Source: an optimization exercise on an open RTL-to-GDS flow (aim: small area and a short achievable clock period). Production flows keep margins and buffers that such runs may drop.
RTL that was checked went through simulation tests only; none was proved equivalent to the original.
Function not checked in run 1: the RTL went through the layout flow alone.
Power figures rest on the tool's default switching activity, not on a simulated workload.

==> flow/design.v (outline; a module is shown in full before it is edited, if it fits) <==
// module user_logic: 1583 lines
// module mul_fa: 4 lines
// module mul_ha: 4 lines
// module mul_o22ai: 3 lines
// module mul_ao22: 3 lines
// module mul_x2: 3 lines
// module mul_a22oi: 3 lines
// module mul_nand2: 3 lines
// module mul_a21oi: 3 lines
// module mul_maj3: 3 lines
// module mul_omux: 3 lines
module user_logic
(
  Bus2IP_Clk,                      
  Bus2IP_Reset,                    
  Bus2IP_Data,                     
  Bus2IP_BE,                       
  Bus2IP_RdCE,                     
  Bus2IP_WrCE,                     
  IP2Bus_Data,                     
  IP2Bus_RdAck,                    
  IP2Bus_WrAck,                    
  IP2Bus_Error                     
);
  // ...
==> flow/run.sh <==
#!/bin/bash
# synth_recipe.tcl (not shown) runs the flow's synth.tcl, then flattens the netlist and writes it again
# the make line also repeats each setting of config.mk as NAME=value (left out here)
make -C /OpenROAD-flow-scripts/flow DESIGN_CONFIG=/design/flow/config.mk WORK_HOME=/design/flow/orfs CLKGATE_MAP_FILE= SYNTH_SCRIPT=/design/flow/synth_recipe.tcl finish
==> flow/config.mk <==
export PLATFORM = sky130hd
export DESIGN_NAME = user_logic
export DESIGN_NICKNAME = user_logic
export VERILOG_FILES = /design/flow/design.v
export SDC_FILE = /design/flow/constraint.sdc
export NUM_CORES = 4
export LEC_CHECK = 0
export ABC_AREA = 0
export CAP_MARGIN = 20
export CORE_MARGIN = 2
export CORE_UTILIZATION = 40
export SETUP_SLACK_MARGIN = 4.0
export SLEW_MARGIN = 20
export SYNTH_HIERARCHICAL = 1
export SYNTH_MINIMUM_KEEP_SIZE = 0
==> flow/constraint.sdc <==
create_clock -name core_clock -period 8.0 [get_ports {Bus2IP_Clk}]
set_input_delay 1.6000 -clock core_clock [delete_from_list [all_inputs] [get_ports {Bus2IP_Clk}]]
set_output_delay 1.6000 -clock core_clock [all_outputs]
set_load 0.01 [all_outputs]
==> metrics.md, run 1 <==
| Metric | Value |
|---|---|
| Outcome | complete, no violations |
| Clk pwr share | 35.2% |
| Critical path buffers and inverters | 4 |
| Critical path fanouts, max | 5 |
| HPWL after detailed placement | roughly 37,000 µm |
| Synth Register Bits | between 150 and 200 |
| Tap cells | 518 |
| Post-synth cell types | between 60 and 70 |
| WL final | ~60,000 µm |
| NetSw | 0.878 mW |
| RD Place Congestion | approximately 0.91 |
| Syn_area_per_cell | between 9 and 10 µm² |
| End of the worst hold path | slv_reg2[25] |
| Sw Ratio | around 36% |
| CTS Buf Count | 17 |
| CP startpoint | Bus2IP_RdCE[2] |
| Most used DFF post-synth | dfxtp_1 |
| Fin Setup TNS | 0 ps |
| Post-synth EDFFs | 0 |
| Cell area after synthesis | 15,800 µm² |
| First-pass GRT wire length | 87,900 µm |
| # nets final | between 2,000 and 2,500 |
| Fillers | 3,586 |
| Finished Layout Cells | between 2,000 and 2,500 |
| Pre-Repair DR Iteration Count | 8 |
| Crit. End Element | output port |
| Combinational Power Share | 25.5% |
| Met2 track demand over resource | 43.4% |
| Static leakage | between 9 and 10 nW |
| Fraction of area in multi-input gates | approximately 65% |
| DRT iter0 DRCs | roughly 1,600 |
| CTS root buffer | clkbuf_16 |
| Multi-input gate area | around 12,000 µm² |
| Worst VDD drop | 0.137 mV |
| Fraction of area in non-clock buffers | a little under a tenth |
| GRT overflow | 0 |
| Synthesis-to-layout area growth | 19.1% |
| Initial antenna violation count | 0 |
| Top flop regs | slv_reg0: 32 flops, slv_reg1: 32 flops, slv_reg2: 32 flops |
| Reg-to-reg setup timing slack | 4050 ps |
| WL met1 | around 23,000 µm |
| Post-CTS resize count | between 200 and 250 |
| Depth of the CTS H-tree | 4 |
==> run 2, diff against run 1 <==
--- a/flow/design.v
+++ b/flow/design.v
@@ -1563,17 +1563,20 @@
       slv_reg2 <= 0;
     else
       slv_reg2 <= {prod[31], prod[30], prod[29], prod[28], prod[27], prod[26], prod[25], prod[24], prod[23], prod[22], prod[21], prod[20], prod[19], prod[18], prod[17], prod[16], prod[15], prod[14], prod[13], prod[12], prod[11], prod[10], prod[9], prod[8], prod[7], prod[6], prod[5], prod[4], prod[3], prod[2], prod[1], prod[0]};
   end
   genvar gi;
   generate for (gi = 0; gi < 32; gi = gi + 1) begin : g_rd
     wire many;
     if (gi % 8 == 0) begin : g_dec
-      mul_maj3 u_many (.a(Bus2IP_RdCE[0]), .b(Bus2IP_RdCE[1]), .c(Bus2IP_RdCE[2]), .y(many));
+      wire n01, n2x;
+      mul_nand2 u_n01 (.a(Bus2IP_RdCE[0]), .b(Bus2IP_RdCE[1]), .y(n01));
+      mul_o21ai u_n2x (.a(Bus2IP_RdCE[0]), .b(Bus2IP_RdCE[1]), .c(Bus2IP_RdCE[2]), .y(n2x));
+      mul_nand2 u_many (.a(n01), .b(n2x), .y(many));
     end else begin : g_use
       assign many = g_rd[gi - gi % 8].many;
     end
     wire t01, t2;
     mul_a22oi u_t01 (.a(Bus2IP_RdCE[0]), .b(slv_reg0[gi]), .c(Bus2IP_RdCE[1]), .d(slv_reg1[gi]), .y(t01));
     mul_nand2 u_t2 (.a(Bus2IP_RdCE[2]), .b(slv_reg2[gi]), .y(t2));
     mul_a21oi u_y (.a(t01), .b(t2), .c(many), .y(IP2Bus_Data[gi]));
   end endgenerate
@@ -1593,16 +1596,19 @@
   assign y = ~((a | b) & (c | d));
 endmodule
 module mul_ao22 (input a, input b, input c, input d, output y);
   assign y = (a & b) | (c & d);
 endmodule
 module mul_x2 (input a, input b, output y);
   assign y = a ^ b;
 endmodule
+module mul_o21ai (input a, input b, input c, output y);
+  assign y = ~((a | b) & c);
+endmodule
 module mul_a22oi (input a, input b, input c, input d, output y);
   assign y = ~((a & b) | (c & d));
 endmodule
 module mul_nand2 (input a, input b, output y);
   assign y = ~(a & b);
 endmodule
 module mul_a21oi (input a, input b, input c, output y);
   assign y = ~((a & b) | c);
==> run 2 against run 1 <==
Largest cell class unchanged; sequential power decreased by 0.9%; register-to-register slack got worse by 80 ps; fmax rose by 0.99%; clock skew is 3.0 ps higher; core utilization up 0.57 points; setup slack better by 42 ps; global-route usage grew 0.66 points; clock-buffer cell count is the same; sequential share of layout area is 0.11 points lower.
==> metrics.md, run 2 <==
| Metric | Value |
|---|---|
| Outcome | complete, no violations (unchanged) |
| Sequential share of the synthesized area | 21.8% (was 21.6%) |
| Worst slew margin | 16.7% (was 21.0%) |
| CTS root buffer | clkbuf_16 (unchanged) |
| Design area | 18,900 µm² (was 18,800 µm²) |
| Finished Layout Cells | 2,259 (was 2,311) |
| Worst VDD drop | 0.161 mV (was 0.137 mV) |
| WL final | 58,300 µm (about the same) |
| First-pass GRT wire length | 88,000 µm (was 87,900 µm) |
| Fin Setup TNS | 0 ps (unchanged) |
| Maximum clock path buffer count | 2 (unchanged) |
| Synth top area cells | fa_1 (27%), dfxtp_1 (22%), xor2_1 (17%), o22ai_1 (10%), nand2_1 (3.2%) (was fa_1 (27%), dfxtp_1 (22%), xor2_1 (17%), o22ai_1 (10%), nand2_1 (4.5%)) |
| RSZ-0062 raised after global routing | true (unchanged) |
| Share of cells above drive strength 1 | 16.7% (was 15.8%) |
| Largest net degree at the start of global routing | 71 (was 68) |
| Yosys top cell by area | fa_1 (unchanged) |
| Max Used Layer | met4 (unchanged) |
| CP most frequent cell | buf_6 (was buf_12) |
| Setup CP Type | in -> out (unchanged) |
| Cells after DPL | 2,155 (was 2,207) |
| Fin util | 49.0% (was 48.4%) |
| Synthesis-to-layout area growth | 21.1% (was 19.1%) |
| Most used DFF post-synth | dfxtp_1 (unchanged) |
| Die H | 201 µm (was 203 µm) |
| Achievable Freq | 239 MHz (was 236 MHz) |
| Fin crit share | 52.4% (was 52.9%) |
| # nets final | 2,003 (was 2,054) |
| WL met1 | 22,400 µm (was 22,800 µm) |
| Clock Skew | 20.6 ps (was 17.6 ps) |
| CTS Hold Bufs | 0 (unchanged) |
| Synth Register Bits | 170 (unchanged) |
| HP Class | reg -> reg (unchanged) |
| Crit path launch type | primary input (unchanged) |
| Average wire per standard cell | 25.8 µm (was 25.2 µm) |
| Crit. End Element | output port (unchanged) |
| Hold Fails Final Rpt | 0 (unchanged) |
| Syn_area_per_cell | 10.0 µm² (was 9.73 µm²) |
| NetSw | 0.869 mW (was 0.878 mW) |
| Die W | 201 µm (was 203 µm) |
| CTS tree | yes (unchanged) |
| Depth of the CTS H-tree | 4 (unchanged) |
| Warnings from Yosys | 7 (unchanged) |
| Cell area after synthesis | 15,600 µm² (was 15,800 µm²) |
| Top flop regs | slv_reg0: 32 flops, slv_reg1: 32 flops, slv_reg2: 32 flops (unchanged) |
| Measured slew at the worst slew-check pin | 1250 ps (was 1180 ps) |
| Vias in the first global route | 14,100 (was 14,400) |
| HPWL after detailed placement | 36,200 µm (was 36,700 µm) |
| Sequential share of power | 38.3% (was 39.3%) |
| Minimum clock period | 4190 ps (was 4230 ps) |
| # diodes | 0 (was 1) |
| Commonest non-fill, non-tap cell in the layout | xor2_1 (unchanged) |
| Static leakage | 9.11 nW (was 9.07 nW) |
| Initial antenna violation count | 0 (unchanged) |
| Endpoints failing setup | 0 (unchanged) |
| Power Density | 133 nW/µm² (was 131 nW/µm²) |
| Pre-Repair DR Iteration Count | 6 (was 8) |
| Max Slew Vio Count | 0 (unchanged) |
| Critical path fanouts, max | 5 (unchanged) |
| WP data required | 6400 ps (about the same) |
| Most instantiated library cell after synthesis | xor2_1 (unchanged) |
| Slowest cell delay on critical path | 190 ps (was 410 ps) |
| GRT Overall Usage | 29.0% (was 28.4%) |
| Pre-CTS setup slack | 2380 ps (was 2550 ps) |
| Met2 routed WL | 26,200 µm (was 25,500 µm) |
| Initial Util | 40.4% (was 40.7%) |
| GRT overflow | 0 (unchanged) |
| # rows | 72 (unchanged) |
| Max-cap check violation count | 0 (unchanged) |
| Internal power | 1.63 mW (was 1.58 mW) |
| RD Place Congestion | 0.960 (was 0.906) |
| CTS sink cnt | 170 (unchanged) |
| Residual DRC | 0 (unchanged) |
| Post-DP Area | 17,200 µm² (was 17,300 µm²) |
| Commonest non-fill, non-tap cells in the layout | xor2_1 (307), o22ai_1 (257), fa_1 (214) (was xor2_1 (299), o22ai_1 (256), fa_1 (214)) |
| Vias per cell | 6.13 (was 6.15) |
| I/O Buffers | 77 (unchanged) |
| Fin worst setup slack | 3810 ps (was 3770 ps) |
| Async S/R FF share, synth | 0% (unchanged) |
| Max stage delay cell, worst path | a21oi_4 (was maj3_4) |
| Clk pwr share | 35.9% (was 35.2%) |
| Die area | 40,600 µm² (was 41,100 µm²) |
| Combinational Power Share | 25.9% (was 25.5%) |
| CTS Buf Count | 17 (unchanged) |
| DR vias | 13,900 (was 14,200) |
| CP top delay family | buffers and inverters (unchanged) |
| Critical path buffers and inverters | 4 (unchanged) |
| Post-synth cell types | 54 (was 68) |
| Worst-path clk slew | 80 ps (about the same) |
| Top-area cell type share of the netlist area | 27.5% (was 27.1%) |
| Syn Nets | 1,835 (was 1,898) |
| DRT iter0 DRCs | 2,059 (was 1,638) |
| Sw Ratio | 34.7% (was 35.7%) |
| IO Count | 79 (unchanged) |
| Skew-Pair Late Insertion Delay | 470 ps (was 460 ps) |
| CORE AREA | 38,600 µm² (was 38,800 µm²) |
| DR WL met3 | 7160 µm (was 7020 µm) |
| Post-DRT Antenna Nets | 0 (unchanged) |
| CP arrival | 2590 ps (was 2630 ps) |
| Crit-path cells | buf_16, buf_12, o21ai_4, nand2_4, buf_6, a21oi_4, buf_6 (was buf_12, buf_12, maj3_4, buf_6, a21oi_2, buf_2) |
| Post-synth top cells | xor2_1 (311), o22ai_1 (257), fa_1 (214) (was xor2_1 (303), o22ai_1 (256), fa_1 (214)) |
| Post-synth EDFFs | 0 (unchanged) |
| Mapped Cells | 1,560 (was 1,623) |
## run 2: power by group through the flow
stage,clock network (mW),registers [mW],logic [mW]
floorplan,0,0.966,0.344
global placement,0,0.982,0.563
detailed placement,0,0.981,0.570
CTS,0.913,0.960,0.626
global route,0.946,0.964,0.691
finish,0.898,0.958,0.647
## run 2: layout make-up
class | instances | area, µm²
fillers | 3622 | 19700
repair inverters | 4 | 30.0
well taps | 518 | 648
multi-input cells | 1311 | 12200
clock inverters | 14 | 199
flip-flops and latches | 170 | 3430
inverters | 53 | 221
repair buffers | 171 | 1750
clock buffers | 18 | 429
## run 2: final timing paths
check	from	to	slack (ps)	cells past startpoint
worst max register to register	slv_reg1[14]	p22_1	3970	9
worst max-delay path	Bus2IP_RdCE[0]	IP2Bus_Data[12]	3810	7
worst min register to register	p5_0	slv_reg2[26]	440	1
worst min-delay path	p5_0	slv_reg2[26]	440	1
## run 2: cell families (layout without fill, tap and decap cells)
logic type               after synthesis  count (layout)  share of synthesized area (%)
multiplexers                          34              34                           2.18
XOR/XNOR                             320             320                           18.0
adder cells (fa/ha/maj)              231             231                           28.8
flip-flops                           170             170                           21.8
other                                  1               1                         0.0240
AND/OR/NAND/NOR                      306             306                           8.61
AO/OA/AOI/OAI                        417             419                           18.6
buffers and inverters                 81             260                           2.01
## run 2: timing repair
item / CTS / global route
gates resized for setup: 235 / 13
pin swaps: 12 / 1
gates cloned: 11 / 0
endpoints found under the setup margin: 77 / 58
setup buffers: 43 / 18
## run 2: worst reg2reg max path: cells and delay by family (launching register included)
kind,cells,cell delay [ps]
AOI/OAI and AO/OA,2,710
xor gates and xnor gates,1,190
adders and majority gates,4,1930
buffers and inverters,1,300
DFF,1,660
and+or+nand+nor,1,100
## run 2: per-stage QoR
stage	hold WS, ps	power (mW)
4_1_cts	430	2.50
2_1_floorplan	406	1.31
3_5_place_dp	412	1.55
3_3_place_gp	415	1.55
5_1_grt	447	2.60
6_report	435	2.50
## run 2: metal layers
layer,up-vias,GRT usage (%)
met5,-,0
met4,0,13.1
met3,205,8.52
met2,991,45.2
met1,6831,37.3
li1,5830,-
## run 2: per-module statistics from Yosys (local to each module, per instance), excerpt
| module | cells | flip-flops and latches | times used |
|---|---|---|---|
| mul_a21oi | 1 | 0 | 32 |
| mul_ha | 1 | 0 | 3 |
| mul_nand2 | 1 | 0 | 40 |
| mul_o21ai | 1 | 0 | 4 |
| mul_o22ai | 1 | 0 | 256 |
| user_logic | 694 | 170 | 1 |
==> run 3, diff against run 2 <==
--- a/flow/config.mk
+++ b/flow/config.mk
@@ -10,5 +10,5 @@
 export CORE_MARGIN = 2
 export CORE_UTILIZATION = 40
-export SETUP_SLACK_MARGIN = 4.0
+export SETUP_SLACK_MARGIN = 3.85
 export SLEW_MARGIN = 20
 export SYNTH_HIERARCHICAL = 1
==> run 3 against run 2 <==
Area after synthesis unchanged; largest power group unchanged; core utilization decreased by 0.64 points; critical path type unchanged; synthesized cell count did not move; flip-flop and latch count did not move; critical endpoint unchanged; total power down 2.7%; via count is 0.69% lower; register-to-register slack lost 130 ps.
==> metrics.md, run 3 <==
| Metric | Value |
|---|---|
| CTS root buffer | clkbuf_16 (unchanged) |
| Warnings from Yosys | 7 (unchanged) |
| Syn Nets | 1,835 (unchanged) |
| End of the worst hold path | slv_reg2[31] (was slv_reg2[26]) |
| Worst-path clk slew | 70 ps (was 80 ps) |
| Top-area cell type share of the netlist area | 27.5% (unchanged) |
| Clock Skew | 21.1 ps (was 20.6 ps) |
| Post-DRT Antenna Nets | 0 (unchanged) |
| CP arrival | 2610 ps (was 2590 ps) |
| Worst Reg2Reg Path Length in Cells | 10 (was 9) |
| Reg-to-reg setup timing slack | 3840 ps (was 3970 ps) |
| Measured slew at the worst slew-check pin | 980 ps (was 1250 ps) |
| Async S/R FF share, synth | 0% (unchanged) |
| HP Class | reg -> reg (unchanged) |
| Fin crit share | 52.6% (was 52.4%) |
| Most instantiated library cell after synthesis | xor2_1 (unchanged) |
| Max Slew Vio Count | 0 (unchanged) |
| CTS sink cnt | 170 (unchanged) |
| Skew-Pair Late Insertion Delay | 470 ps (about the same) |
| Pre-CTS setup slack | 2340 ps (was 2380 ps) |
| Setup CP Type | in -> out (unchanged) |
| Outcome | complete, no violations (unchanged) |
| CTS Buf Count | 17 (unchanged) |
| Hold Fails Final Rpt | 0 (unchanged) |
| DR vias | 13,800 (was 13,900) |
| WL met1 | 22,300 µm (was 22,400 µm) |
| First-pass GRT wire length | 87,900 µm (was 88,000 µm) |
| R2R Path End | p31_1 (was p22_1) |
| Start of the worst register-to-register path | slv_reg1[14] (unchanged) |
| Minimum clock period | 4210 ps (was 4190 ps) |
| Die area | 40,600 µm² (unchanged) |
| Most used DFF post-synth | dfxtp_1 (unchanged) |
| Achievable Freq | 237 MHz (was 239 MHz) |
| CTS tree | yes (unchanged) |
| IO Count | 79 (unchanged) |
| Initial Util | 40.4% (unchanged) |
| Hold depth | 1 (unchanged) |
| Share of cells above drive strength 1 | 14.3% (was 16.7%) |
| Max-cap check violation count | 0 (unchanged) |
| RSZ-0062 raised after global routing | true (unchanged) |
| Syn_area_per_cell | 10.0 µm² (unchanged) |
| Pre-Repair DR Iteration Count | 5 (was 6) |
| # diodes | 0 (unchanged) |
| WP data required | 6400 ps (about the same) |
| Critical path fanouts, max | 6 (was 5) |
| Overall Power | 2.44 mW (was 2.50 mW) |
| Post-synth top cells | xor2_1 (311), o22ai_1 (257), fa_1 (214) (unchanged) |
| DRT iter0 DRCs | 1,479 (was 2,059) |
| Synth Register Bits | 170 (unchanged) |
| Largest net degree at the start of global routing | 71 (unchanged) |
| Commonest non-fill, non-tap cells in the layout | xor2_1 (308), o22ai_1 (257), fa_1 (214) (was xor2_1 (307), o22ai_1 (257), fa_1 (214)) |
| Initial antenna violation count | 0 (unchanged) |
| Max stage delay cell, worst path | a21oi_4 (unchanged) |
| GRT Overall Usage | 28.9% (was 29.0%) |
| Post-synth cell types | 54 (unchanged) |
| Yosys top cell by area | fa_1 (unchanged) |
| Average wire per standard cell | 25.8 µm (about the same) |
| Design area | 18,600 µm² (was 18,900 µm²) |
| Static leakage | 9.02 nW (was 9.11 nW) |
| Depth of the CTS H-tree | 4 (unchanged) |
| Fin util | 48.4% (was 49.0%) |
| Maximum clock path buffer count | 2 (unchanged) |
| CTS Hold Bufs | 0 (unchanged) |
| Die W | 201 µm (unchanged) |
| Power Density | 131 nW/µm² (was 133 nW/µm²) |
| # nets final | 1,986 (was 2,003) |
| Vias per cell | 6.14 (was 6.13) |
| GRT overflow | 0 (unchanged) |
| Vias in the first global route | 14,400 (was 14,100) |
| CORE AREA | 38,600 µm² (unchanged) |
| Max Used Layer | met4 (unchanged) |
| Cell area after synthesis | 15,600 µm² (unchanged) |
| I/O Buffers | 77 (unchanged) |
| HPWL after detailed placement | 37,000 µm (was 36,200 µm) |
| Slowest cell delay on critical path | 170 ps (was 190 ps) |
| Fin worst setup slack | 3790 ps (was 3810 ps) |
| Commonest non-fill, non-tap cell in the layout | xor2_1 (unchanged) |
| Sequential share of the synthesized area | 21.8% (unchanged) |
| Synthesis-to-layout area growth | 19.6% (was 21.1%) |
| Crit-path cells | buf_16, buf_12, o21ai_4, nand2_4, buf_6, a21oi_4, buf_2 (was buf_16, buf_12, o21ai_4, nand2_4, buf_6, a21oi_4, buf_6) |
| WL final | 57,800 µm (was 58,300 µm) |
| # rows | 72 (unchanged) |
| Worst slew margin | 34.6% (was 16.7%) |
| RD Place Congestion | 0.951 (was 0.960) |
| Crit path launch type | primary input (unchanged) |
| Crit. End Element | output port (unchanged) |
| Residual DRC | 0 (unchanged) |
| Post-DP Area | 17,200 µm² (about the same) |
| DR WL met3 | 6870 µm (was 7160 µm) |
| Mapped Cells | 1,560 (unchanged) |
| Fillers | 3,685 (was 3,622) |
| Fin Setup TNS | 0 ps (unchanged) |
| Post-synth EDFFs | 0 (unchanged) |
| Worst VDD drop | 0.172 mV (was 0.161 mV) |
| Die H | 201 µm (unchanged) |
| Synth top area cells | fa_1 (27%), dfxtp_1 (22%), xor2_1 (17%), o22ai_1 (10%), nand2_1 (3.2%) (unchanged) |
| Top flop regs | slv_reg0: 32 flops, slv_reg1: 32 flops, slv_reg2: 32 flops (unchanged) |
| Endpoints failing setup | 0 (unchanged) |
| Met2 routed WL | 26,000 µm (was 26,200 µm) |
| Hold Crit Start | p0_0 (was p5_0) |
## run 3: cell types whose count changed in the layout (fill, tap and decap cells not counted), sizes merged
| cell | before | now |
|---|---|---|
| buf | 132 | 88 |
| dlygate4sd2 | 1 | 17 |
| bufbuf | 0 | 5 |
| clkbuf | 18 | 22 |
| bufinv | 2 | 0 |
| clkinvlp | 11 | 13 |
| clkdlybuf4s15 | 2 | 3 |
| clkinv | 5 | 4 |
| dlymetal6s2s | 0 | 1 |
| inv | 53 | 54 |
## run 3: logic make-up (layout without fill, tap and decap cells)
kind of cell / count (synthesis) / count (layout) / synth area share [%]
other: 1 / 1 / 0.0240
DFF: 170 / 170 / 21.8
xor gates and xnor gates: 320 / 320 / 18.0
buffers and inverters: 81 / 243 / 2.01
muxes: 34 / 34 / 2.18
and+or+nand+nor: 306 / 306 / 8.61
adders and majority gates: 231 / 231 / 28.8
AOI/OAI and AO/OA: 417 / 419 / 18.6
## run 3: worst max-delay path: cells and delay by family
| kind | cells | cell delay, ps |
|---|---|---|
| and+or+nand+nor | 1 | 110 |
| buffers and inverters | 4 | 570 |
| AOI/OAI and AO/OA | 2 | 320 |
## run 3: routing by layer
metal | up-vias | GRT usage, %
met5 | - | 0
met1 | 6800 | 37.2
li1 | 5786 | -
met4 | 0 | 13.2
met2 | 955 | 44.6
met3 | 220 | 8.71
## run 3: worst max path at each step
stage	startpoint	end	slack (ps)	depth (start not counted)
5_1_grt	slv_reg1[10]	p31_1	3730	10
2_1_floorplan	slv_reg1[18]	p31_1	3890	10
6_report	Bus2IP_RdCE[1]	IP2Bus_Data[12]	3790	7
3_3_place_gp	Bus2IP_RdCE[2]	IP2Bus_Data[22]	2440	6
3_5_place_dp	Bus2IP_RdCE[2]	IP2Bus_Data[21]	2340	6
4_1_cts	Bus2IP_RdCE[1]	IP2Bus_Data[18]	3750	5
## run 3: report_power, final
part	internal (mW)	leakage, nW	switching [mW]	total (mW)
logic	0.241	7.36	0.396	0.637
registers	0.909	1.39	0.0477	0.957
clock network	0.417	0.271	0.425	0.842
total	1.57	9.02	0.869	2.44
## run 3: final cells by class
cell class | instances | area [µm²] | share of cell area (%)
multi-input combinational | 1311 | 12200 | 65.2
sequential | 170 | 3420 | 18.3
timing repair buffer | 154 | 1600 | 8.58
tap | 518 | 648 | 3.48
clock buffer | 18 | 429 | 2.30
inverter | 53 | 218 | 1.17
clock inverter | 14 | 153 | 0.819
timing repair inverter | 4 | 30.0 | 0.161
## run 3: Yosys stat by module (local to each module, per instance)
module / flip-flops and latches / cell area, µm² / times used
user_logic: 170 / 6340 / 1
mul_x2: 0 / 8.76 / 286
mul_a22oi: 0 / 12.5 / 32
mul_nand2: 0 / 3.75 / 40
mul_o22ai: 0 / 6.26 / 256
mul_fa: 0 / 20.0 / 213
mul_ha: 0 / 12.5 / 3
mul_o21ai: 0 / 5.00 / 4
mul_a21oi: 0 / 8.76 / 32
## run 3: repair_timing
action / CTS / global route
buffers inserted: 36 / 2
hold endpoints to repair: 0 / 0
gates resized for setup: 142 / 30
endpoints found under the setup margin: 75 / 44
pin swaps: 12 / 8
gates cloned: 11 / 0
## run 3: through the flow
step | hold WS [ps] | std cells
5_1_grt | 457 | 2242
3_5_place_dp | 416 | 2161
3_3_place_gp | 413 | 2161
4_1_cts | 437 | 2240
2_1_floorplan | 406 | 1560
6_report | 434 | 2242
==> run 4, diff against run 3 <==
--- a/flow/config.mk
+++ b/flow/config.mk
@@ -10,5 +10,5 @@
 export CORE_MARGIN = 2
 export CORE_UTILIZATION = 40
-export SETUP_SLACK_MARGIN = 3.85
+export SETUP_SLACK_MARGIN = 3.7
 export SLEW_MARGIN = 20
 export SYNTH_HIERARCHICAL = 1
==> run 4 against run 3 <==
Critical path depth did not move; global-route usage fell by 1.9 points; fmax fell by 1.4%; clock-buffer cell count fell by 1; flip-flop and latch count did not move; clock skew fell by 2.2 ps; clock power rose by 8.2%; first-iteration DRC count fell by 1.1%; total power rose by 1.8%; setup slack got worse by 62 ps.
==> metrics.md, run 4 <==
| Metric | Value |
|---|---|
| Outcome | complete, no violations (unchanged) |
| Commonest non-fill, non-tap cells in the layout | xor2_1 (310), o22ai_1 (257), fa_1 (214) (was xor2_1 (308), o22ai_1 (257), fa_1 (214)) |
| Syn_area_per_cell | 10.0 µm² (unchanged) |
| Post-Synth XOR/XNOR Area | 18.0% (unchanged) |
| Crit. End Element | output port (unchanged) |
| Critical path fanouts, max | 24 (was 6) |
| Vias in the first global route | 13,800 (was 14,400) |
| Post-Synth Simple-Gate Area | 8.61% (unchanged) |
| RSZ-0062 raised after global routing | true (unchanged) |
| Endpoints failing setup | 0 (unchanged) |
| CP arrival | 2670 ps (was 2610 ps) |
| DR vias | 13,400 (was 13,800) |
| Worst Reg2Reg Path Length in Cells | 9 (was 10) |
| IO Count | 79 (unchanged) |
| RD Place Congestion | 0.944 (was 0.951) |
| Most used DFF post-synth | dfxtp_1 (unchanged) |
| Largest family of logic cells by synthesized area | adder cells (unchanged) |
| Static leakage | 8.93 nW (was 9.02 nW) |
| Synth Area in Adders | 28.8% (unchanged) |
| Post-synth cell types | 54 (unchanged) |
| Depth of the CTS H-tree | 4 (unchanged) |
| Fin Setup TNS | 0 ps (unchanged) |
| Hold Fails Final Rpt | 0 (unchanged) |
| GRT Overall Usage | 27.0% (was 28.9%) |
| WL final | 54,700 µm (was 57,800 µm) |
| Post-synth top cells | xor2_1 (311), o22ai_1 (257), fa_1 (214) (unchanged) |
| Cell area after synthesis | 15,600 µm² (unchanged) |
| CORE AREA | 38,600 µm² (unchanged) |
| Warnings from Yosys | 7 (unchanged) |
| Max-cap check violation count | 0 (unchanged) |
| HP Class | reg -> reg (unchanged) |
| Worst-path clk slew | 80 ps (was 70 ps) |
| WP data required | 6400 ps (about the same) |
| Residual DRC | 0 (unchanged) |
| I/O Buffers | 77 (unchanged) |
| Power Density | 135 nW/µm² (was 131 nW/µm²) |
| Fin util | 47.6% (was 48.4%) |
| Crit path launch type | primary input (unchanged) |
| DRT iter0 DRCs | 1,463 (was 1,479) |
| Achievable Freq | 234 MHz (was 237 MHz) |
| Hold depth | 1 (unchanged) |
| HPWL after detailed placement | 36,400 µm (was 37,000 µm) |
| Sequential share of the synthesized area | 21.8% (unchanged) |
| Synthesis-to-layout area growth | 17.6% (was 19.6%) |
| Synth Register Bits | 170 (unchanged) |
| Post-DRT Antenna Nets | 0 (unchanged) |
| Mapped Cells | 1,560 (unchanged) |
| CTS tree | yes (unchanged) |
| Minimum clock period | 4270 ps (was 4210 ps) |
| Average wire per standard cell | 24.5 µm (was 25.8 µm) |
| CTS root buffer | clkbuf_16 (unchanged) |
| Initial antenna violation count | 0 (unchanged) |
| Sw Ratio | 34.5% (was 35.7%) |
| Fin crit share | 53.4% (was 52.6%) |
| Setup CP Type | in -> out (unchanged) |
| Clock Skew | 18.9 ps (was 21.1 ps) |
| Share of cells above drive strength 1 | 12.6% (was 14.3%) |
| Pre-Repair DR Iteration Count | 5 (unchanged) |
| Initial Util | 40.4% (unchanged) |
| Die W | 201 µm (unchanged) |
| Die area | 40,600 µm² (unchanged) |
| Post-synth EDFFs | 0 (unchanged) |
| Skew-Pair Late Insertion Delay | 470 ps (about the same) |
| Sequential share of power | 38.5% (was 39.3%) |
| Synth top area cells | fa_1 (27%), dfxtp_1 (22%), xor2_1 (17%), o22ai_1 (10%), nand2_1 (3.2%) (unchanged) |
| # rows | 72 (unchanged) |
| Largest net degree at the start of global routing | 71 (unchanged) |
| GRT overflow | 0 (unchanged) |
| Worst slew margin | 23.7% (was 34.6%) |
| Yosys top cell by area | fa_1 (unchanged) |
| Die H | 201 µm (unchanged) |
| Measured slew at the worst slew-check pin | 1140 ps (was 980 ps) |
| Async S/R FF share, synth | 0% (unchanged) |
| # nets final | 1,972 (was 1,986) |
| Mux cell area share after synthesis | 2.18% (unchanged) |
| # diodes | 0 (unchanged) |
| Top flop regs | slv_reg0: 32 flops, slv_reg1: 32 flops, slv_reg2: 32 flops (unchanged) |
| Clk pwr share | 36.8% (was 34.5%) |
| CTS Buf Count | 17 (unchanged) |
| Commonest non-fill, non-tap cell in the layout | xor2_1 (unchanged) |
| First-pass GRT wire length | 82,800 µm (was 87,900 µm) |
| Most instantiated library cell after synthesis | xor2_1 (unchanged) |
| Maximum clock path buffer count | 2 (unchanged) |
| CTS sink cnt | 170 (unchanged) |
| Internal power | 1.62 mW (was 1.57 mW) |
| Syn Nets | 1,835 (unchanged) |
| Worst VDD drop | 0.183 mV (was 0.172 mV) |
| NetSw | 0.855 mW (was 0.869 mW) |
| Max Slew Vio Count | 0 (unchanged) |
| Combinational Power Share | 24.8% (was 26.2%) |
| Top-area cell type share of the netlist area | 27.5% (unchanged) |
| Vias per cell | 6.03 (was 6.14) |
| CTS Hold Bufs | 0 (unchanged) |
| Post-synthesis compound-gate area fraction | 18.6% (unchanged) |
## run 4: cell types whose count changed in the layout (fill, tap and decap cells not counted), sizes merged
cell / change
clkdlybuf4s15: +1
clkinvlp: -9
bufinv: +2
dlygate4sd2: +8
dlymetal6s2s: -1
clkbuf: -3
inv: +2
clkdlybuf4s50: +1
bufbuf: -4
buf: -14
clkinv: +3
## run 4: cells by family after synthesis
logic type      count (synthesis)
compound gates                417
xor+xnor                      320
simple gates                  306
fa+ha+maj                     231
flops                         170
buf+inv                        81
mux                            34
other cells                     1
## run 4: repair_timing
action	in CTS	in global routing
setup endpoints to repair	64	26
cloned	3	1
gates resized for setup	95	18
endpoints found under the hold margin	0	0
buffers inserted	17	12
pin swaps	5	4
## run 4: through the flow
stage	setup WS (ps)	power, mW	cell area [µm²]	std cells	hold slack (ps)
after global placement	2440	1.54	17200	2163	412
after detailed placement	2420	1.55	17200	2163	413
after global routing	3670	2.58	18300	2228	452
after CTS	3670	2.48	18200	2215	437
after floorplan	3740	1.31	15600	1560	406
final	3730	2.48	18300	2228	429
## run 4: critical path: stages
cell and delay, ps:
buf_16 160, buf_12 160, o21ai_4 160, nand2_4 90, buf_4 150, a21oi_2 100
clkdlybuf4s15_1 240
## run 4: metal layers
layer  routed length, µm  vias to the layer above  GRT usage, %
met5                   0                        -             0
met4                2320                        0          12.5
met3                5790                      182          7.34
met2               24800                      856          42.2
met1               21800                     6641          34.9
li1                    -                     5758             -
## run 4: layout make-up
type	count	area [µm²]
clock buffer	17	425
tap	518	648
timing repair buffer	143	1370
timing repair inverter	1	7.51
inverter	53	206
sequential	170	3410
fill	3666	20200
clock inverter	15	223
multi-input combinational	1311	12100
## run 4: worst paths after layout
path	startpoint	to	slack (ps)
max	Bus2IP_RdCE[1]	IP2Bus_Data[19]	3730
min	p5_0	slv_reg2[26]	430
max reg2reg	slv_reg1[30]	p22_1	3770
min reg2reg	p5_0	slv_reg2[26]	430
## run 4: power groups by stage
stage / Clock (mW) / Sequential [mW] / Combinational (mW)
after floorplan: 0 / 0.966 / 0.344
after global placement: 0 / 0.973 / 0.570
after detailed placement: 0 / 0.972 / 0.577
after CTS: 0.930 / 0.954 / 0.600
after global routing: 0.962 / 0.960 / 0.658
final: 0.911 / 0.953 / 0.614
## run 4: per-module statistics from Yosys, one instance, submodules excluded
module / cells / copies in the design
mul_a21oi: 1 / 32
mul_o21ai: 1 / 4
user_logic: 694 / 1
mul_o22ai: 1 / 256
mul_ha: 1 / 3
mul_fa: 1 / 213
mul_a22oi: 1 / 32
mul_x2: 1 / 286
mul_nand2: 1 / 40
==> run 5, diff against run 4 <==
--- a/flow/config.mk
+++ b/flow/config.mk
@@ -9,6 +9,6 @@
 export CAP_MARGIN = 20
 export CORE_MARGIN = 2
-export CORE_UTILIZATION = 40
-export SETUP_SLACK_MARGIN = 3.7
+export CORE_UTILIZATION = 60
+export SETUP_SLACK_MARGIN = 4.0
 export SLEW_MARGIN = 20
 export SYNTH_HIERARCHICAL = 1
==> run 5 against run 4 <==
Setup slack improved by 57 ps; global-route usage rose by 17 points; design area rose by 2.1%; final cell count fell by 6.4%; clock-buffer cell count did not move; non-clock buffer count rose by 37; highest routed layer unchanged.
==> metrics.md, run 5 <==
| Metric | Value |
|---|---|
| Worst slew margin | 18.0% (was 23.7%) |
| CTS root buffer | clkbuf_16 (unchanged) |
| Fillers | 1,905 (was 3,666) |
| WP data required | 6400 ps (about the same) |
| Endpoints failing setup | 0 (unchanged) |
| Residual DRC | 0 (unchanged) |
| IO Count | 79 (unchanged) |
| Post-synth EDFFs | 0 (unchanged) |
| Depth of the CTS H-tree | 4 (unchanged) |
| Post-synth cell types | 54 (unchanged) |
| Top flop regs | slv_reg0: 32 flops, slv_reg1: 32 flops, slv_reg2: 32 flops (unchanged) |
| Post-synth top cells | xor2_1 (311), o22ai_1 (257), fa_1 (214) (unchanged) |
| Die W | 165 µm (was 201 µm) |
| Syn Nets | 1,835 (unchanged) |
| Fin worst setup slack | 3780 ps (was 3730 ps) |
| Crit. End Element | output port (unchanged) |
| Top-area cell type share of the netlist area | 27.5% (unchanged) |
| Cell area after synthesis | 15,600 µm² (unchanged) |
| Power Density | 134 nW/µm² (was 135 nW/µm²) |
| RSZ-0062 raised after global routing | true (unchanged) |
| Synthesis-to-layout area growth | 20.1% (was 17.6%) |
| Vias in the first global route | 14,500 (was 13,800) |
| Initial Util | 60.5% (was 40.4%) |
| Achievable Freq | 237 MHz (was 234 MHz) |
| Register area | 3430 µm² (was 3410 µm²) |
| Pre-Repair DR Iteration Count | 6 (was 5) |
| GRT Overall Usage | 43.8% (was 27.0%) |
| RD Place Congestion | 0.933 (was 0.944) |
| Critical path fanouts, max | 7 (was 24) |
| Max-cap check violation count | 0 (unchanged) |
| Post-DRT Antenna Nets | 0 (unchanged) |
| WL final | 58,900 µm (was 54,700 µm) |
| Cells after DPL | 1,976 (was 2,163) |
| Worst Hold Slack | 435 ps (was 429 ps) |
| DR vias | 14,200 (was 13,400) |
| Warnings from Yosys | 7 (unchanged) |
| Maximum clock path buffer count | 2 (unchanged) |
| Crit-path cells | buf_16, buf_12, o21ai_4, nand2_4, buf_4, a21oi_4, buf_6 (was buf_16, buf_12, o21ai_4, nand2_4, buf_4, a21oi_2, clkdlybuf4s15_1) |
| Synth Register Bits | 170 (unchanged) |
| Clock Skew | 21.6 ps (was 18.9 ps) |
| Fin crit share | 52.7% (was 53.4%) |
| Share of cells above drive strength 1 | 17.2% (was 12.6%) |
| Fin Setup TNS | 0 ps (unchanged) |
| Hold Fails Final Rpt | 0 (unchanged) |
| Slowest cell delay on critical path | 190 ps (was 240 ps) |
| Multi-input gate area | 12,200 µm² (was 12,100 µm²) |
| CP top delay family | buffers and inverters (unchanged) |
| CTS Hold Bufs | 0 (unchanged) |
| Worst-path clk slew | 90 ps (was 80 ps) |
| Mapped Cells | 1,560 (unchanged) |
| Commonest non-fill, non-tap cells in the layout | xor2_1 (307), o22ai_1 (257), fa_1 (214) (was xor2_1 (310), o22ai_1 (257), fa_1 (214)) |
| Initial antenna violation count | 1 (was 0) |
| Synth top area cells | fa_1 (27%), dfxtp_1 (22%), xor2_1 (17%), o22ai_1 (10%), nand2_1 (3.2%) (unchanged) |
| CORE AREA | 25,800 µm² (was 38,600 µm²) |
| CP startpoint | Bus2IP_RdCE[1] (unchanged) |
| Yosys top cell by area | fa_1 (unchanged) |
| Most instantiated library cell after synthesis | xor2_1 (unchanged) |
| CTS sink cnt | 170 (unchanged) |
| CP arrival | 2620 ps (was 2670 ps) |
| Max Slew Vio Count | 0 (unchanged) |
| CTS Buf Count | 17 (unchanged) |
| Syn_area_per_cell | 10.0 µm² (unchanged) |
| Die area | 27,300 µm² (was 40,600 µm²) |
| Average wire per standard cell | 28.3 µm (was 24.5 µm) |
| # rows | 59 (was 72) |
| Critical path buffers and inverters | 4 (unchanged) |
| Outcome | complete, no violations (unchanged) |
| Setup CP Type | in -> out (unchanged) |
| Vias per cell | 6.82 (was 6.03) |
| Static leakage | 9.16 nW (was 8.93 nW) |
| GRT overflow | 0 (unchanged) |
| Async S/R FF share, synth | 0% (unchanged) |
| Sequential share of the synthesized area | 21.8% (unchanged) |
| Worst VDD drop | 0.127 mV (was 0.183 mV) |
| I/O Buffers | 77 (unchanged) |
| DRT iter0 DRCs | 2,043 (was 1,463) |
| Most used DFF post-synth | dfxtp_1 (unchanged) |
| Finished Layout Cells | 2,085 (was 2,228) |
| HPWL after detailed placement | 35,500 µm (was 36,400 µm) |
| Pre-CTS setup slack | 2420 ps (about the same) |
| Commonest non-fill, non-tap cell in the layout | xor2_1 (unchanged) |
| Crit path launch type | primary input (unchanged) |
| Hold Crit Start | p1_0 (was p5_0) |
| Measured slew at the worst slew-check pin | 1230 ps (was 1140 ps) |
| Max stage delay cell, worst path | a21oi_4 (was clkdlybuf4s15_1) |
| Skew-Pair Late Insertion Delay | 460 ps (was 470 ps) |
| # nets final | 2,012 (was 1,972) |
| Start of the worst register-to-register path | slv_reg1[14] (was slv_reg1[30]) |
| HP Class | reg -> reg (unchanged) |
| Die H | 165 µm (was 201 µm) |
| CTS tree | yes (unchanged) |
| Minimum clock period | 4220 ps (was 4270 ps) |
| First-pass GRT wire length | 87,300 µm (was 82,800 µm) |
| Largest net degree at the start of global routing | 71 (unchanged) |
| # diodes | 0 (unchanged) |
==> run 5: cell types whose count changed in the layout (fill, tap and decap cells not counted), sizes merged <==
cell and delta:
buf +55, dlygate4sd2 -23, clkinvlp +6, bufbuf +3, bufinv -2, clkdlybuf4s15 +2, clkbuf +1, clkdlybuf4s50 -1
inv -1
==> run 5: logic make-up after synthesis <==
family | Yosys count | synth area share, %
muxes | 34 | 2.18
DFF | 170 | 21.8
other | 1 | 0.0240
buffers and inverters | 81 | 2.01
and+or+nand+nor | 306 | 8.61
xor gates and xnor gates | 320 | 18.0
AOI/OAI and AO/OA | 417 | 18.6
adders and majority gates | 231 | 28.8
==> run 5: through the flow <==
stage / total power, mW / instance area (µm²) / utilization (%)
after global placement: 1.54 / 17000 / 65.8
after detailed placement: 1.54 / 17000 / 65.9
after floorplan: 1.31 / 15700 / -
after global routing: 2.59 / 18700 / 72.7
final: 2.51 / 18700 / 72.7
after CTS: 2.49 / 18500 / 71.9
==> run 5: worst reg2reg max path: cells and delay by family (launching register included) <==
family / cells / cell delay [ps]
adder cells (fa/ha/maj): 4 / 1910
XOR/XNOR: 2 / 400
AND/OR/NAND/NOR: 1 / 240
buffers and inverters: 1 / 270
AO/OA/AOI/OAI: 2 / 760
flip-flops: 1 / 320
==> run 5: final timing paths <==
| kind | to | slack (ps) | cells past startpoint |
|---|---|---|---|
| max reg2reg | p31_1 | 4020 | 10 |
| min | slv_reg2[30] | 430 | 1 |
| max | IP2Bus_Data[11] | 3780 | 7 |
| min reg2reg | slv_reg2[30] | 430 | 1 |
==> run 5: area by class of cell <==
| class | count | area share (%) |
|---|---|---|
| repair inverters | 4 | 0.160 |
| clock inverters | 15 | 1.12 |
| multi-input cells | 1311 | 65.0 |
| well taps | 335 | 2.24 |
| clock buffers | 17 | 2.27 |
| flip-flops and latches | 170 | 18.3 |
| repair buffers | 180 | 9.75 |
| inverters | 53 | 1.18 |
==> run 5: modules after synthesis, one instance, submodules excluded, excerpt <==
module	area, µm²	flip-flops and latches	copies in the design	cells
mul_fa	20.0	0	213	1
mul_nand2	3.75	0	40	1
mul_a21oi	8.76	0	32	1
mul_x2	8.76	0	286	1
mul_o22ai	6.26	0	256	1
mul_o21ai	5.00	0	4	1
==> run 5: timing repair <==
action / in CTS / in global routing
setup endpoints to repair: 75 / 44
setup buffers: 56 / 11
cloned: 10 / 0
pin swaps: 13 / 7
gates resized for setup: 209 / 26
==> run 5: report_power, final <==
| group | internal (mW) | switching [mW] |
|---|---|---|
| Clock | 0.438 | 0.460 |
| Combinational | 0.255 | 0.400 |
| Sequential | 0.908 | 0.0510 |
==> run 5: routing by layer <==
layer | up-vias | global-route usage, % | routed length, µm
li1 | 5840 | - | -
met1 | 6817 | 55.7 | 21500
met2 | 1207 | 65.5 | 25000
met3 | 346 | 14.1 | 8040
met4 | 0 | 25.5 | 4380
met5 | - | 0 | 0
==> run 6, diff against run 5 <==
==> flow/flow/run.sh (new file) <==
#!/bin/bash
set -euo pipefail
bash standard.sh "BUFFER_PORTS_ARGS=-buffer_cell sky130_fd_sc_hd__buf_2" finish > make.log 2>&1
==> flow/standard.sh (new file) <==
#!/bin/bash
# synth_recipe.tcl (not shown) runs the flow's synth.tcl, then flattens the netlist and writes it again
# the make line also repeats each setting of config.mk as NAME=value (left out here)
make -C /OpenROAD-flow-scripts/flow DESIGN_CONFIG=/design/flow/config.mk WORK_HOME=/design/flow/orfs CLKGATE_MAP_FILE= SYNTH_SCRIPT=/design/flow/synth_recipe.tcl "${@:-finish}"
--- a/flow/config.mk
+++ b/flow/config.mk
@@ -9,5 +9,5 @@
 export CAP_MARGIN = 20
 export CORE_MARGIN = 2
-export CORE_UTILIZATION = 60
+export CORE_UTILIZATION = 40
 export SETUP_SLACK_MARGIN = 4.0
 export SLEW_MARGIN = 20
removed: flow/run.sh
==> run 6 against run 5 <==
Clock power shrank 4.6%; sequential share of layout area is 0.18 points higher; design area fell by 0.96%; first-iteration DRC count decreased by 17%.
==> metrics.md, run 6 <==
| Metric | Value |
|---|---|
| Outcome | complete, no violations (unchanged) |
| Die H | 201 µm (was 165 µm) |
| RD Place Congestion | 0.885 (was 0.933) |
| DRT iter0 DRCs | 1,688 (was 2,043) |
| DR vias | 13,700 (was 14,200) |
| Residual DRC | 0 (unchanged) |
| Internal power | 1.57 mW (was 1.60 mW) |
| NetSw | 0.876 mW (was 0.910 mW) |
| I/O Buffers | 77 (unchanged) |
| Initial Util | 40.4% (was 60.5%) |
| Pre-Repair DR Iteration Count | 5 (was 6) |
| Achievable Freq | 242 MHz (was 237 MHz) |
| Die area | 40,600 µm² (was 27,300 µm²) |
| WP data required | 6400 ps (about the same) |
| Fillers | 3,617 (was 1,905) |
| CTS root buffer | clkbuf_16 (unchanged) |
| Warnings from Yosys | 7 (unchanged) |
| Largest net degree at the start of global routing | 71 (unchanged) |
| Start of the worst register-to-register path | slv_reg1[20] (was slv_reg1[14]) |
| Sw Ratio | 35.9% (was 36.2%) |
| Hold depth | 1 (unchanged) |
| Worst slew margin | 33.6% (was 18.0%) |
| Sequential share of the synthesized area | 21.8% (unchanged) |
| CP arrival | 2530 ps (was 2620 ps) |
| Vias in the first global route | 13,900 (was 14,500) |
| GRT Overall Usage | 27.9% (was 43.8%) |
| RSZ-0062 raised after global routing | true (unchanged) |
| Setup CP Type | in -> out (unchanged) |
| Crit. End Element | output port (unchanged) |
| Worst VDD drop | 0.158 mV (was 0.127 mV) |
| CTS tree | yes (unchanged) |
| Hold Crit Start | p1_0 (unchanged) |
| Most instantiated library cell after synthesis | xor2_1 (unchanged) |
| Depth of the CTS H-tree | 4 (unchanged) |
| Maximum clock path buffer count | 2 (unchanged) |
| Syn_area_per_cell | 10.0 µm² (unchanged) |
| Post-synth EDFFs | 0 (unchanged) |
| Combinational Power Share | 25.8% (was 26.1%) |
| HPWL after detailed placement | 36,000 µm (was 35,500 µm) |
| Power Density | 132 nW/µm² (was 134 nW/µm²) |
| # nets final | 1,988 (was 2,012) |
| Skew-Pair Late Insertion Delay | 480 ps (was 460 ps) |
| Post-synth cell types | 54 (unchanged) |
| Top flop regs | slv_reg0: 32 flops, slv_reg1: 32 flops, slv_reg2: 32 flops (unchanged) |
| Commonest non-fill, non-tap cells in the layout | xor2_1 (307), o22ai_1 (257), fa_1 (214) (unchanged) |
| HP Class | reg -> reg (unchanged) |
| Worst-path clk slew | 80 ps (was 90 ps) |
| Synthesis-to-layout area growth | 18.9% (was 20.1%) |
| Synth Register Bits | 170 (unchanged) |
| Clk pwr share | 35.1% (was 35.8%) |
| Fin crit share | 51.6% (was 52.7%) |
| Share of cells above drive strength 1 | 18.2% (was 17.2%) |
| Max Slew Vio Count | 0 (unchanged) |
| IO Count | 79 (unchanged) |
| WL final | 57,500 µm (was 58,900 µm) |
| Measured slew at the worst slew-check pin | 995 ps (was 1230 ps) |
| Mapped Cells | 1,560 (unchanged) |
| Average wire per standard cell | 25.6 µm (was 28.3 µm) |
| Most used DFF post-synth | dfxtp_1 (unchanged) |
| Vias per cell | 6.11 (was 6.82) |
| Syn Nets | 1,835 (unchanged) |
| Reg-to-reg setup timing slack | 4040 ps (was 4020 ps) |
| Clock Skew | 30.7 ps (was 21.6 ps) |
| Max-cap check violation count | 0 (unchanged) |
| Cell area after synthesis | 15,600 µm² (unchanged) |
| Worst Reg2Reg Path Length in Cells | 9 (was 10) |
| Synth top area cells | fa_1 (27%), dfxtp_1 (22%), xor2_1 (17%), o22ai_1 (10%), nand2_1 (3.2%) (unchanged) |
| Endpoints failing setup | 0 (unchanged) |
| CTS sink cnt | 170 (unchanged) |
| Top-area cell type share of the netlist area | 27.5% (unchanged) |
| Async S/R FF share, synth | 0% (unchanged) |
| Critical path fanouts, max | 5 (was 7) |
| Hold Fails Final Rpt | 0 (unchanged) |
| CTS Buf Count | 17 (unchanged) |
| Yosys top cell by area | fa_1 (unchanged) |
| # rows | 72 (was 59) |
| First-pass GRT wire length | 85,200 µm (was 87,300 µm) |
| Post-DRT Antenna Nets | 0 (unchanged) |
| Post-synth top cells | xor2_1 (311), o22ai_1 (257), fa_1 (214) (unchanged) |
| R2R Path End | p31_1 (unchanged) |
| CORE AREA | 38,600 µm² (was 25,800 µm²) |
| Sequential share of power | 39.2% (was 38.2%) |
| GRT overflow | 0 (unchanged) |
| Static leakage | 9.00 nW (was 9.16 nW) |
| Crit path launch type | primary input (unchanged) |
| Fin Setup TNS | 0 ps (unchanged) |
| Overall Power | 2.44 mW (was 2.51 mW) |
| Commonest non-fill, non-tap cell in the layout | xor2_1 (unchanged) |
| Minimum clock period | 4130 ps (was 4220 ps) |
| End of the worst hold path | slv_reg2[30] (unchanged) |
| Die W | 201 µm (was 165 µm) |
| Initial antenna violation count | 2 (was 1) |
## run 6: per-layer routing
layer | global-route usage, % | share of wire, %
met2 | 43.4 | 45
met5 | 0 | 0
met1 | 36.0 | 39
met3 | 8.05 | 11
met4 | 13.0 | 4.6
## run 6: how the worst max path moves through the flow
stage                         startpoint               to
final                     Bus2IP_RdCE[1]  IP2Bus_Data[14]
after global routing      Bus2IP_RdCE[1]  IP2Bus_Data[10]
after CTS                 Bus2IP_RdCE[0]  IP2Bus_Data[14]
after detailed placement  Bus2IP_RdCE[1]  IP2Bus_Data[10]
after global placement    Bus2IP_RdCE[1]  IP2Bus_Data[12]
after floorplan             slv_reg1[14]            p31_1
## run 6: metrics by stage
step | std cells | worst slack (ps) | utilization [%] | hold WS, ps | cell area (µm²)
after floorplan | 1560 | 4030 | - | 406 | 15700
after global placement | 2155 | 3140 | 43.5 | 407 | 16800
final | 2246 | 3870 | 48.1 | 438 | 18500
after detailed placement | 2155 | 3100 | 43.5 | 421 | 16800
after CTS | 2224 | 3880 | 47.2 | 437 | 18200
after global routing | 2244 | 3850 | 48.1 | 453 | 18500
## run 6: kinds of logic (layout without fill, tap and decap cells)
group / after synthesis / count (layout) / share of synthesized area (%)
AOI/OAI and AO/OA: 417 / 420 / 18.6
xor gates and xnor gates: 320 / 320 / 18.0
adders and majority gates: 231 / 231 / 28.8
buffers and inverters: 81 / 244 / 2.01
DFF: 170 / 170 / 21.8
muxes: 34 / 34 / 2.18
other: 1 / 3 / 0.0240
and+or+nand+nor: 306 / 306 / 8.61
## run 6: final cells by class
class | count | area (µm²) | area share, %
clock inverters | 14 | 159 | 0.857
flip-flops and latches | 170 | 3430 | 18.5
well taps | 518 | 648 | 3.49
clock buffers | 18 | 439 | 2.37
diodes | 2 | 5.00 | 0.0270
repair inverters | 4 | 30.0 | 0.162
repair buffers | 155 | 1390 | 7.50
multi-input cells | 1312 | 12200 | 65.9
inverters | 53 | 221 | 1.19
## run 6: power groups by stage
stage               sequential (mW)  clock (mW)  combinational, mW
floorplan                     0.966           0              0.344
global placement              0.979           0              0.547
detailed placement            0.979           0              0.554
CTS                           0.958       0.862              0.604
global route                  0.963       0.901              0.676
finish                        0.957       0.857              0.629
## run 6: what timing repair did
action / in CTS / in global routing
hold buffers: 0 / 0
resized for setup: 76 / 19
pin swaps: 27 / 15
gates cloned: 13 / 1
buffers inserted: 24 / 19
endpoints found under the setup margin: 77 / 63
## run 6: Yosys stat by module (local to each module, per instance), excerpt
module | copies in the design | cell area [µm²]
mul_a21oi | 32 | 8.76
mul_fa | 213 | 20.0
mul_o22ai | 256 | 6.26
mul_x2 | 286 | 8.76
mul_ha | 3 | 12.5
user_logic | 1 | 6340
## run 6: critical path, stage by stage
cell and delay [ps]:
buf_16 120, buf_12 140, buf_12 120, a22oi_2 290, a21oi_4 100, buf_2 150
==> run 7, diff against run 6 <==
==> flow/flow/run.sh (replaced) <==
#!/bin/bash
set -euo pipefail
bash standard.sh "BUFFER_PORTS_ARGS=-buffer_cell sky130_fd_sc_hd__buf_1" finish > make.log 2>&1
==> run 7 against run 6 <==
Hold slack worse by 17 ps; sequential power about the same; sequential share of layout area rose by 0.064 points; first-iteration DRC count fell by 4.6%; clock skew down 0.89 ps; total power increased by 0.71%; clock power grew 2.7%; die area unchanged; critical endpoint unchanged.
==> metrics.md, run 7 <==
| Metric | Value |
|---|---|
| Setup CP Type | in -> out (unchanged) |
| DR vias | 13,800 (was 13,700) |
| Post-synth cell types | 54 (unchanged) |
| Slowest cell delay on critical path | 200 ps (was 290 ps) |
| Crit path launch type | primary input (unchanged) |
| Largest net degree at the start of global routing | 71 (unchanged) |
| Cell area after synthesis | 15,600 µm² (unchanged) |
| CP top delay family | buffers and inverters (unchanged) |
| Mapped Cells | 1,560 (unchanged) |
| Worst Hold Slack | 421 ps (was 438 ps) |
| Worst VDD drop | 0.161 mV (was 0.158 mV) |
| Achievable Freq | 241 MHz (was 242 MHz) |
| Share of cells above drive strength 1 | 15.0% (was 18.2%) |
| Die area | 40,600 µm² (unchanged) |
| Average wire per standard cell | 25.5 µm (was 25.6 µm) |
| Measured slew at the worst slew-check pin | 1050 ps (was 995 ps) |
| Commonest non-fill, non-tap cell in the layout | xor2_1 (unchanged) |
| Clock Skew | 29.8 ps (was 30.7 ps) |
| Critical path buffers and inverters | 3 (was 4) |
| Max-cap check violation count | 0 (unchanged) |
| Post-synth EDFFs | 0 (unchanged) |
| CORE AREA | 38,600 µm² (unchanged) |
| Initial Util | 40.4% (unchanged) |
| WP data required | 6400 ps (about the same) |
| CTS root buffer | clkbuf_16 (unchanged) |
| Post-Synth XOR/XNOR Area | 18.0% (unchanged) |
| Initial antenna violation count | 4 (was 2) |
| Post-DRT Antenna Nets | 0 (unchanged) |
| # rows | 72 (unchanged) |
| Synth Area in Adders | 28.8% (unchanged) |
| Depth of the CTS H-tree | 4 (unchanged) |
| Yosys top cell by area | fa_1 (unchanged) |
| Crit-path cells | clkbuf_16, buf_16, o21ai_4, nand2_8, a21oi_4, buf_6 (was buf_16, buf_12, buf_12, a22oi_2, a21oi_4, buf_2) |
| Synth Register Bits | 170 (unchanged) |
| First-pass GRT wire length | 85,000 µm (was 85,200 µm) |
| Syn Nets | 1,835 (unchanged) |
| Post-synthesis compound-gate area fraction | 18.6% (unchanged) |
| CP arrival | 2560 ps (was 2530 ps) |
| Skew-Pair Late Insertion Delay | 470 ps (was 480 ps) |
| Worst Reg2Reg Path Length in Cells | 10 (was 9) |
| Most instantiated library cell after synthesis | xor2_1 (unchanged) |
| HP Class | reg -> reg (unchanged) |
| Max Slew Vio Count | 0 (unchanged) |
| GRT overflow | 0 (unchanged) |
| WL final | 57,200 µm (was 57,500 µm) |
| Overall Power | 2.46 mW (was 2.44 mW) |
| Crit. End Element | output port (unchanged) |
| Fin crit share | 52.0% (was 51.6%) |
| Maximum clock path buffer count | 2 (unchanged) |
| Most used DFF post-synth | dfxtp_1 (unchanged) |
| Mux cell area share after synthesis | 2.18% (unchanged) |
| Critical path fanouts, max | 8 (was 5) |
| Outcome | complete, no violations (unchanged) |
| Residual DRC | 0 (unchanged) |
| Worst-path clk slew | 80 ps (about the same) |
| Die H | 201 µm (unchanged) |
| GRT Overall Usage | 27.9% (about the same) |
| Endpoints failing setup | 0 (unchanged) |
| Die W | 201 µm (unchanged) |
| Top-area cell type share of the netlist area | 27.5% (unchanged) |
| DRT iter0 DRCs | 1,610 (was 1,688) |
| RSZ-0062 raised after global routing | true (unchanged) |
| Static leakage | 8.88 nW (was 9.00 nW) |
| # nets final | 1,986 (was 1,988) |
| CTS sink cnt | 170 (unchanged) |
| Vias in the first global route | 13,800 (was 13,900) |
| Start of the worst register-to-register path | slv_reg1[14] (was slv_reg1[20]) |
| Warnings from Yosys | 7 (unchanged) |
| CTS Buf Count | 17 (unchanged) |
| Commonest non-fill, non-tap cells in the layout | xor2_1 (308), o22ai_1 (257), fa_1 (214) (was xor2_1 (307), o22ai_1 (257), fa_1 (214)) |
| Worst slew margin | 30.2% (was 33.6%) |
| RD Place Congestion | 0.892 (was 0.885) |
| HPWL after detailed placement | 36,100 µm (was 36,000 µm) |
| Top flop regs | slv_reg0: 32 flops, slv_reg1: 32 flops, slv_reg2: 32 flops (unchanged) |
| Hold depth | 1 (unchanged) |
| Vias per cell | 6.14 (was 6.11) |
| Async S/R FF share, synth | 0% (unchanged) |
| Syn_area_per_cell | 10.0 µm² (unchanged) |
| IO Count | 79 (unchanged) |
| CTS tree | yes (unchanged) |
| Post-synth top cells | xor2_1 (311), o22ai_1 (257), fa_1 (214) (unchanged) |
| Post-Synth Simple-Gate Area | 8.61% (unchanged) |
| Max stage delay cell, worst path | o21ai_4 (was a22oi_2) |
| Synth top area cells | fa_1 (27%), dfxtp_1 (22%), xor2_1 (17%), o22ai_1 (10%), nand2_1 (3.2%) (unchanged) |
| Synthesis-to-layout area growth | 18.5% (was 18.9%) |
| Hold Fails Final Rpt | 0 (unchanged) |
| End of the worst hold path | slv_reg2[25] (was slv_reg2[30]) |
| CP startpoint | Bus2IP_RdCE[1] (unchanged) |
| Largest family of logic cells by synthesized area | adder cells (unchanged) |
| I/O Buffers | 77 (unchanged) |
| Sequential share of the synthesized area | 21.8% (unchanged) |
| Fin Setup TNS | 0 ps (unchanged) |
| Reg-to-reg setup timing slack | 4060 ps (was 4040 ps) |
| Power Density | 133 nW/µm² (was 132 nW/µm²) |
| Minimum clock period | 4160 ps (was 4130 ps) |
| R2R Path End | p31_1 (unchanged) |
| Pre-Repair DR Iteration Count | 6 (was 5) |
| Hold Crit Start | p6_0 (was p1_0) |
## run 7: cell count changes in the layout (fill, tap and decap cells not counted), sizes merged
cell,before,now
clkbuf,19,24
clkinvlp,11,9
bufinv,0,1
diode,2,1
bufbuf,0,3
buf,154,144
## run 7: Yosys stat by module, one instance, submodules excluded, a selection
| module | cells inside | copies in the design | area (µm²) | flops+latches |
|---|---|---|---|---|
| mul_nand2 | 1 | 40 | 3.75 | 0 |
| mul_x2 | 1 | 286 | 8.76 | 0 |
| mul_fa | 1 | 213 | 20.0 | 0 |
| user_logic | 694 | 1 | 6340 | 170 |
| mul_a21oi | 1 | 32 | 8.76 | 0 |
| mul_o21ai | 1 | 4 | 5.00 | 0 |
## run 7: how the worst max path moves through the flow
| stage | depth (start not counted) | slack (ps) | endpoint |
|---|---|---|---|
| after CTS | 6 | 3870 | IP2Bus_Data[14] |
| after global placement | 6 | 3120 | IP2Bus_Data[12] |
| after global routing | 6 | 3810 | IP2Bus_Data[12] |
| after floorplan | 9 | 4030 | p31_1 |
| final | 6 | 3840 | IP2Bus_Data[14] |
| after detailed placement | 6 | 3100 | IP2Bus_Data[14] |
## run 7: kinds of logic (layout without fill, tap and decap cells)
kind of cell,after synthesis,after routing
AO/OA/AOI/OAI,417,420
XOR/XNOR,320,320
AND/OR/NAND/NOR,306,306
adder cells (fa/ha/maj),231,231
flip-flops,170,170
buffers and inverters,81,241
multiplexers,34,34
other,1,2
## run 7: final cells by class
cell class / count / area [µm²]
clock buffer: 17 / 425
fill: 3618 / 20100
sequential: 170 / 3430
tap: 518 / 648
timing repair inverter: 3 / 22.5
clock inverter: 14 / 181
inverter: 53 / 221
multi-input combinational: 1312 / 12200
antenna: 1 / 2.50
timing repair buffer: 154 / 1380
## run 7: worst register-to-register path, cell delays in order (launching register included)
cell and delay (ps):
dfxtp_2 530, buf_4 340, nor2_1 130, a21oi_4 450, o22ai_1 150, xor2_1 220
fa_1 510, fa_1 420, fa_1 440, fa_1 460, xor2_1 170
## run 7: through the flow
stage	setup WS, ps	cell area (µm²)	util, %	std cells
CTS	3870	18100	47.0	2223
floorplan	4030	15700	-	1560
finish	3840	18500	47.9	2242
detailed placement	3100	16700	43.3	2155
global route	3810	18500	47.9	2241
global placement	3120	16700	43.3	2155
## run 7: metal layers
metal	part of all wire, %	vias to the layer above	global-route usage, %	routed length [µm]
met3	11	258	7.81	6430
li1	-	5810	-	-
met2	45	910	44.2	25800
met5	0.023	-	0	13
met4	5.2	2	11.9	2950
met1	39	6777	35.7	22000
## run 7: report_power, final
| part | internal, mW | switching [mW] | leakage [nW] |
|---|---|---|---|
| clock | 0.448 | 0.432 | 0.297 |
| combinational | 0.227 | 0.396 | 7.19 |
| sequential | 0.908 | 0.0489 | 1.39 |
## run 7: timing repair
item	4_1_cts	5_1_grt
gates resized for setup	77	25
cloned	11	1
hold endpoints to repair	0	0
pin swaps	11	13
buffers inserted	26	17
endpoints found under the setup margin	77	62
hold buffers	0	0
==> run 8, diff against run 7 <==
==> flow/flow/run.sh (replaced) <==
#!/bin/bash
set -euo pipefail
bash standard.sh "BUFFER_PORTS_ARGS=-buffer_cell sky130_fd_sc_hd__buf_2" \
  "CTS_ARGS=-sink_clustering_enable -repair_clock_nets -dont_use_dummy_load -sink_clustering_size 14 -buf_list sky130_fd_sc_hd__clkbuf_8 -root_buf sky130_fd_sc_hd__clkbuf_16" \
  finish > make.log 2>&1
==> run 8 against run 7 <==
Register-to-register slack improved by 20 ps; wire length down 0.92%; sequential power hardly changed; fmax up 0.78%; clock skew rose by 31 ps; non-clock buffer count is 5 lower; sequential share of layout area rose by 0.39 points; first-iteration DRC count is 4.5% higher.
==> metrics.md, run 8 <==
| Metric | Value |
|---|---|
| Fillers | 3,669 (was 3,618) |
| Synth top area cells | fa_1 (27%), dfxtp_1 (22%), xor2_1 (17%), o22ai_1 (10%), nand2_1 (3.2%) (unchanged) |
| Max stage delay cell, worst path | a22oi_2 (was o21ai_4) |
| Initial antenna violation count | 1 (was 4) |
| CTS Hold Bufs | 0 (unchanged) |
| DR WL met3 | 6520 µm (was 6430 µm) |
| Minimum clock period | 4120 ps (was 4160 ps) |
| Die H | 201 µm (unchanged) |
| Largest net degree at the start of global routing | 71 (unchanged) |
| Worst VDD drop | 0.122 mV (was 0.161 mV) |
| Met2 routed WL | 25,500 µm (was 25,800 µm) |
| Synth Register Bits | 170 (unchanged) |
| Most instantiated library cell after synthesis | xor2_1 (unchanged) |
| Average wire per standard cell | 25.5 µm (about the same) |
| # diodes | 0 (was 1) |
| WP data required | 6400 ps (about the same) |
| DRT iter0 DRCs | 1,682 (was 1,610) |
| Hold depth | 1 (unchanged) |
| Maximum clock path buffer count | 2 (unchanged) |
| Post-synth EDFFs | 0 (unchanged) |
| # nets final | 1,982 (was 1,986) |
| Critical Path Sink | IP2Bus_Data[14] (unchanged) |
| Hold Fails Final Rpt | 0 (unchanged) |
| Max Used Layer | met4 (was met5) |
| WL final | 56,700 µm (was 57,200 µm) |
| Syn Nets | 1,835 (unchanged) |
| I/O Buffers | 77 (unchanged) |
| Commonest non-fill, non-tap cells in the layout | xor2_1 (307), o22ai_1 (257), fa_1 (214) (was xor2_1 (308), o22ai_1 (257), fa_1 (214)) |
| Vias in the first global route | 13,800 (about the same) |
| Outcome | complete, no violations (unchanged) |
| CTS Buf Count | 17 (unchanged) |
| Post-DRT Antenna Nets | 0 (unchanged) |
| DR vias | 13,600 (was 13,800) |
| Yosys top cell by area | fa_1 (unchanged) |
## run 8: cell count changes in the layout (fill, tap and decap cells not counted), sizes merged
| cell | previous run | this run |
|---|---|---|
| buf | 144 | 146 |
| bufbuf | 3 | 1 |
| bufinv | 1 | 0 |
| clkbuf | 24 | 19 |
| clkinv | 8 | 1 |
| clkinvlp | 9 | 10 |
| diode | 1 | 0 |
| inv | 52 | 46 |
## run 8: metal layers
metal / track usage [%] / vias to the layer above
met5: 0.357 / -
met4: 12.4 / 0
met3: 7.95 / 217
met2: 43.1 / 931
met1: 35.7 / 6722
li1: - / 5767
## run 8: worst reg2reg max path, delay by kind of cell, from the launching register on
kind | cells | cell delay, ps
fa+ha+maj | 4 | 1900
compound gates | 2 | 720
flops | 1 | 660
simple gates | 1 | 310
xor+xnor | 1 | 210
## run 8: worst min-delay path by stage
stage | from | endpoint | slack, ps
CTS | p6_0 | slv_reg2[25] | 430
global placement | p1_0 | slv_reg2[30] | 410
detailed placement | p2_0 | slv_reg2[29] | 420
global route | p1_0 | slv_reg2[30] | 460
floorplan | p6_0 | slv_reg2[25] | 410
finish | p1_0 | slv_reg2[30] | 440
## run 8: power breakdown
part / switching, mW / internal [mW] / leakage [nW] / total (mW)
combinational: 0.392 / 0.227 / 7.30 / 0.620
sequential: 0.0477 / 0.908 / 1.39 / 0.956
clock: 0.301 / 0.201 / 0.127 / 0.502
total: 0.741 / 1.34 / 8.82 / 2.08
## run 8: logic make-up after synthesis
logic type               count (synthesis)  synth area share [%]
AO/OA/AOI/OAI                          417                  18.6
other                                    1                0.0240
multiplexers                            34                  2.18
XOR/XNOR                               320                  18.0
buffers and inverters                   81                  2.01
flip-flops                             170                  21.8
AND/OR/NAND/NOR                        306                  8.61
adder cells (fa/ha/maj)                231                  28.8
## run 8: per-stage QoR
step / std cells / total power [mW] / instance area (µm²) / worst slack (ps) / hold WS, ps
after floorplan: 1560 / 1.31 / 15700 / 4030 / 406
after global placement: 2155 / 1.53 / 16800 / 3140 / 407
after detailed placement: 2155 / 1.53 / 16800 / 3100 / 421
after CTS: 2206 / 2.07 / 17800 / 3890 / 429
after global routing: 2223 / 2.18 / 18100 / 3840 / 459
final: 2223 / 2.08 / 18100 / 3880 / 444
## run 8: Yosys stat by module (local to each module, per instance)
module	cells	flip-flops and latches	copies in the design	area, µm²
mul_a21oi	1	0	32	8.76
user_logic	694	170	1	6340
mul_nand2	1	0	40	3.75
mul_x2	1	0	286	8.76
mul_o22ai	1	0	256	6.26
mul_a22oi	1	0	32	12.5
mul_ha	1	0	3	12.5
mul_fa	1	0	213	20.0
mul_o21ai	1	0	4	5.00
## run 8: cell type report
cell class / instances / area (µm²) / share of cell area [%]
Timing Repair inverter: 4 / 30.0 / 0.166
Sequential cell: 170 / 3430 / 18.9
Clock buffer: 17 / 245 / 1.35
Multi-Input combinational cell: 1312 / 12200 / 67.3
Timing Repair Buffer: 149 / 1350 / 7.45
Inverter: 53 / 221 / 1.22
Tap cell: 518 / 648 / 3.58
## run 8: what timing repair did
action	in CTS	in global routing
pin swaps	15	13
buffers inserted	22	16
setup endpoints to repair	78	63
cloned	12	1
gates resized for setup	62	24
